What follows belongs to an exercise in optimizing a design on an open flow for small area, a short achievable clock period and few clock cycles per item; a production flow would make more cautious choices.

==> run K: inputs <==
Design top, start of the top module:
module top(input  logic [15:0] data_i,
           input  logic        valid_i,
           input  logic        clk,
           input  logic        rst_n,
           output logic        ready_o,
           output logic        valid_o,
           output logic [31:0] password_o);
==> module top, before the edit <==
module top(input  logic [15:0] data_i,
           input  logic        valid_i,
           input  logic        clk,
           input  logic        rst_n,
           output logic        ready_o,
           output logic        valid_o,
           output logic [31:0] password_o);
    localparam int PW = 25;
    logic        got_n;    
    logic        pend;     
    logic [15:0] cnt;      
    logic        drain;    
    logic        mv;       
    logic        big;      
    assign ready_o = !pend;
    assign mv  = valid_i & got_n & !pend & rst_n;
    assign big = (data_i[14:12] != 3'd0) || (data_i[11:0] >= 12'd3200);
    logic [11:0] x;
    logic        xv;       
    logic        xdir;
    logic [4:0]  low;      
    logic [4:0]  q_h;
    logic [6:0]  r_h;
    always_comb begin
        logic [11:0] t;
        t = x;
        for (int i = 4; i >= 0; i--) begin
            q_h[i] = t >= (12'd100 << i);
            if (q_h[i]) t = t - (12'd100 << i);
        end
        r_h = t[6:0];
    end
    always_ff @(posedge clk) begin
        got_n <= rst_n & (got_n | valid_i);
        pend  <= mv & big;
        xv    <= (mv & !big) | (rst_n & pend);
        if (pend)     x <= {r_h, low};
        else if (big) x <= {2'd0, data_i[14:5]};
        else          x <= data_i[11:0];
        if (!pend) xdir <= data_i[15];
        low <= data_i[4:0];
    end
    logic [4:0] q1;
    logic [6:0] r1;
    logic       d1, v1, h1;
    always_ff @(posedge clk) begin
        q1 <= q_h;
        r1 <= r_h;
        d1 <= xdir;
        v1 <= rst_n & xv;
        h1 <= rst_n & pend;
    end
    logic [6:0] dial;
    logic [6:0] r;
    logic [7:0] sr, sl;
    logic       hit, hit1;
    logic [6:0] ndial;
    assign r  = v1 ? r1 : 7'd0;
    assign sr = {1'b0, dial} + {1'b0, r};
    assign sl = {1'b0, dial} - {1'b0, r};
    always_comb begin
        if (d1) begin
            hit   = sr >= 8'd100;
            ndial = hit ? 7'(sr - 8'd100) : sr[6:0];
        end else begin
            hit   = (sl[7] || sl == 8'd0) && dial != 7'd0;
            ndial = sl[7] ? 7'(sl + 8'd100) : sl[6:0];
        end
    end
    logic [PW-1:0] pw;
    logic [9:0]    addend;
    assign addend = v1 ? {5'd0, q1} : h1 ? {q1, 5'd0} : 10'd0;
    always_ff @(posedge clk) begin
        if (!got_n) begin
            dial <= 7'd50;
            hit1 <= 1'b0;
            pw   <= '0;
        end else begin
            dial <= ndial;
            hit1 <= hit;
            pw   <= pw + PW'(addend) + PW'(hit1);
        end
    end
    always_ff @(posedge clk) begin
        if (!got_n) cnt <= data_i;
        else        cnt <= cnt - {15'd0, mv | drain};
        drain   <= got_n & (drain | (cnt == 16'd0 && !pend));
        valid_o <= rst_n & got_n & drain & (cnt[1:0] == 2'd3);
    end
    assign password_o = {{(32 - PW){1'b0}}, pw};
endmodule
Settings: LEC_CHECK=0, ABC_AREA=1, CAP_MARGIN=20, CORE_MARGIN=2, CORE_UTILIZATION=40, PLACE_DENSITY=0.6, SLEW_MARGIN=20; clock period 13.0 ns.
run.sh (not shown) runs the stock make flow with config.mk's settings and CLKGATE_MAP_FILE= SYNTH_SCRIPT=/design/flow/synth_recipe.tcl, a recipe that flattens the netlist after the stock synthesis.
==> run F: changes against run K <==
==> flow/design.v (replaced) <==
module top(input  logic [15:0] data_i,
           input  logic        valid_i,
           input  logic        clk,
           input  logic        rst_n,
           output logic        ready_o,
           output logic        valid_o,
           output logic [31:0] password_o);
    localparam int PW = 25;
    localparam int LO = 5;
    logic        got_n;    
    logic        rdy;      
    logic        tk;       
    logic [15:0] cnt;      
    logic        drain;    
    logic [15:0] x;        
    logic        xv;       
    logic        mv;       
    logic        big;      
    logic        big_in;   
    logic        big_nx;   
    assign ready_o = rdy;
    assign mv      = valid_i & got_n & rdy & rst_n;
    assign big     = xv & ((x[14:11] != 4'd0) || (x[10:0] >= 11'd1600));
    assign big_in  = (data_i[14:11] != 4'd0) || (data_i[10:0] >= 11'd1600);
    assign big_nx  = x[14:0] >= 15'd3200;
    always_ff @(posedge clk) begin
        got_n <= rst_n & (got_n | valid_i);
        tk    <= mv;
        if (big) begin
            x[14:6] <= x[14:6] - 9'd25;
        end else begin
            x  <= data_i;
        end
        xv  <= rst_n & (big | mv);
        rdy <= !rst_n | (big ? !big_nx : !(mv & big_in));
    end
    logic [3:0]  q_h;
    logic [6:0]  r_h;
    always_comb begin
        logic [10:0] t;
        t = x[10:0];
        for (int i = 3; i >= 0; i--) begin
            q_h[i] = t >= (11'd100 << i);
            if (q_h[i]) t = t - (11'd100 << i);
        end
        r_h = t[6:0];
    end
    logic [3:0] q1;
    logic [6:0] r1;
    logic       d1, v1, i1;
    always_ff @(posedge clk) begin
        q1 <= q_h;
        r1 <= r_h;
        d1 <= x[15];
        v1 <= rst_n & xv & !big;
        i1 <= rst_n & big;
    end
    logic [6:0] dial;
    logic [6:0] r;
    logic [7:0] sr, sl;
    logic       hit, hit1;
    logic [6:0] ndial;
    assign r  = v1 ? r1 : 7'd0;
    assign sr = {1'b0, dial} + {1'b0, r};
    assign sl = {1'b0, dial} - {1'b0, r};
    always_comb begin
        if (d1) begin
            hit   = sr >= 8'd100;
            ndial = hit ? 7'(sr - 8'd100) : sr[6:0];
        end else begin
            hit   = (sl[7] || sl == 8'd0) && dial != 7'd0;
            ndial = sl[7] ? 7'(sl + 8'd100) : sl[6:0];
        end
    end
    logic [PW-1:0] pw;
    logic [LO:0]   lo;
    logic          cy;
    logic [PW-LO-1:0] hi_n;
    assign lo = {1'b0, pw[LO-1:0]} + (LO+1)'({i1, v1 ? q1 : 4'd0}) + (LO+1)'(hit1);
    always_comb
        for (int i = 0; i < PW - LO; i++)
            hi_n[i] = pw[LO + i] ^ (cy & &(pw[PW-1:LO] | ~((PW-LO)'((1 << i) - 1))));
    always_ff @(posedge clk) begin
        if (!got_n) begin
            dial <= 7'd50;
            hit1 <= 1'b0;
            cy   <= 1'b0;
            pw   <= '0;
        end else begin
            dial <= ndial;
            hit1 <= hit;
            cy   <= lo[LO];
            pw   <= {hi_n, lo[LO-1:0]};
        end
    end
    always_ff @(posedge clk) begin
        if (!got_n) cnt <= data_i;
        else        cnt <= cnt - {15'd0, tk | drain};
        drain   <= got_n & (drain | (cnt == 16'd0 && !xv));
        valid_o <= rst_n & got_n & drain & (cnt[1:0] == 2'd3);
    end
    assign password_o = {{(32 - PW){1'b0}}, pw};
endmodule
- CTS_CLUSTER_DIAMETER: not set -> 100
- CTS_CLUSTER_SIZE: not set -> 30
==> results.json <==
{
  "met1_usage_pct": 20.9,
  "path_cells": "clkdlybuf4s50_1",
  "utilization_pct": 47.9,
  "min_period_ns": 3.88,
  "p_leak_nw": 2.76,
  "critPathLaunchType": "flop",
  "startpoint": "pw[1]$_SDFF_PN0_",
  "met3_usage_pct": 4.41,
  "layout.nets": 785,
  "outcome": "no timing/DRC/antenna violations",
  "crit_required_ns": 10.40,
  "clk_share_pct": 5.29,
  "routed_wl_um": 10800,
  "hp-start": "x[15]$_DFFE_PN_",
  "met1_length_um": 5040,
  "seqAreaFraction_pct": 29.9
}
That was run F.
==> results.json <==
{
  "met1_length_um": 6610,
  "met3_usage_pct": 3.26,
  "clk_share_pct": 4.19,
  "critPathLaunchType": "input port",
  "p_leak_nw": 3.19,
  "outcome": "no timing/DRC/antenna violations",
  "routed_wl_um": 12900,
  "path_cells": "clkdlybuf4s50_1 > nand4_1 > nand2_1 > ha_1 > nand3_1 > nor4_1 > nand2_1 > or3_1 > nor4_1 > xor2_1 > nand2_1 > nand2_1",
  "met1_usage_pct": 23.4,
  "crit_required_ns": 13.27,
  "utilization_pct": 46.5
}
That was run K.
Function was not checked in any run of this note: the RTL went through the layout flow alone.

## separate check: timing with driven ports
No port has a modelled driver above. Below, the same layouts with a new extraction and two added sets of constraints.
Step 1 sets driving cells, clkbuf_16 on the clock port and buf_2 on the other inputs (assumed; they add their load-dependent delay and slew).
Step 2 also shifts input and output timing later by t, the mid clock arrival at the registers, as if the neighbouring blocks saw the same clock.
Slacks: ideal / step 1 / step 2; pairs: ideal / step 1.
| run | t, ns | setup slack, ns | worst hold slack (ns) | pins driven straight from the clock port |
|---|---|---|---|---|
| run K | 0.364 | 8.116 / 8.131 / 7.767 | 0.348 / 0.348 / 0.348 | 1 |
| run F | 0.372 | 9.119 / 9.082 / 9.291 | 0.345 / 0.345 / 0.345 | 1 |
After both steps every run listed still meets setup and hold. The setup slack of run K, which loses most, moves by +0.015 ns with the drivers and by -0.349 ns with both steps.
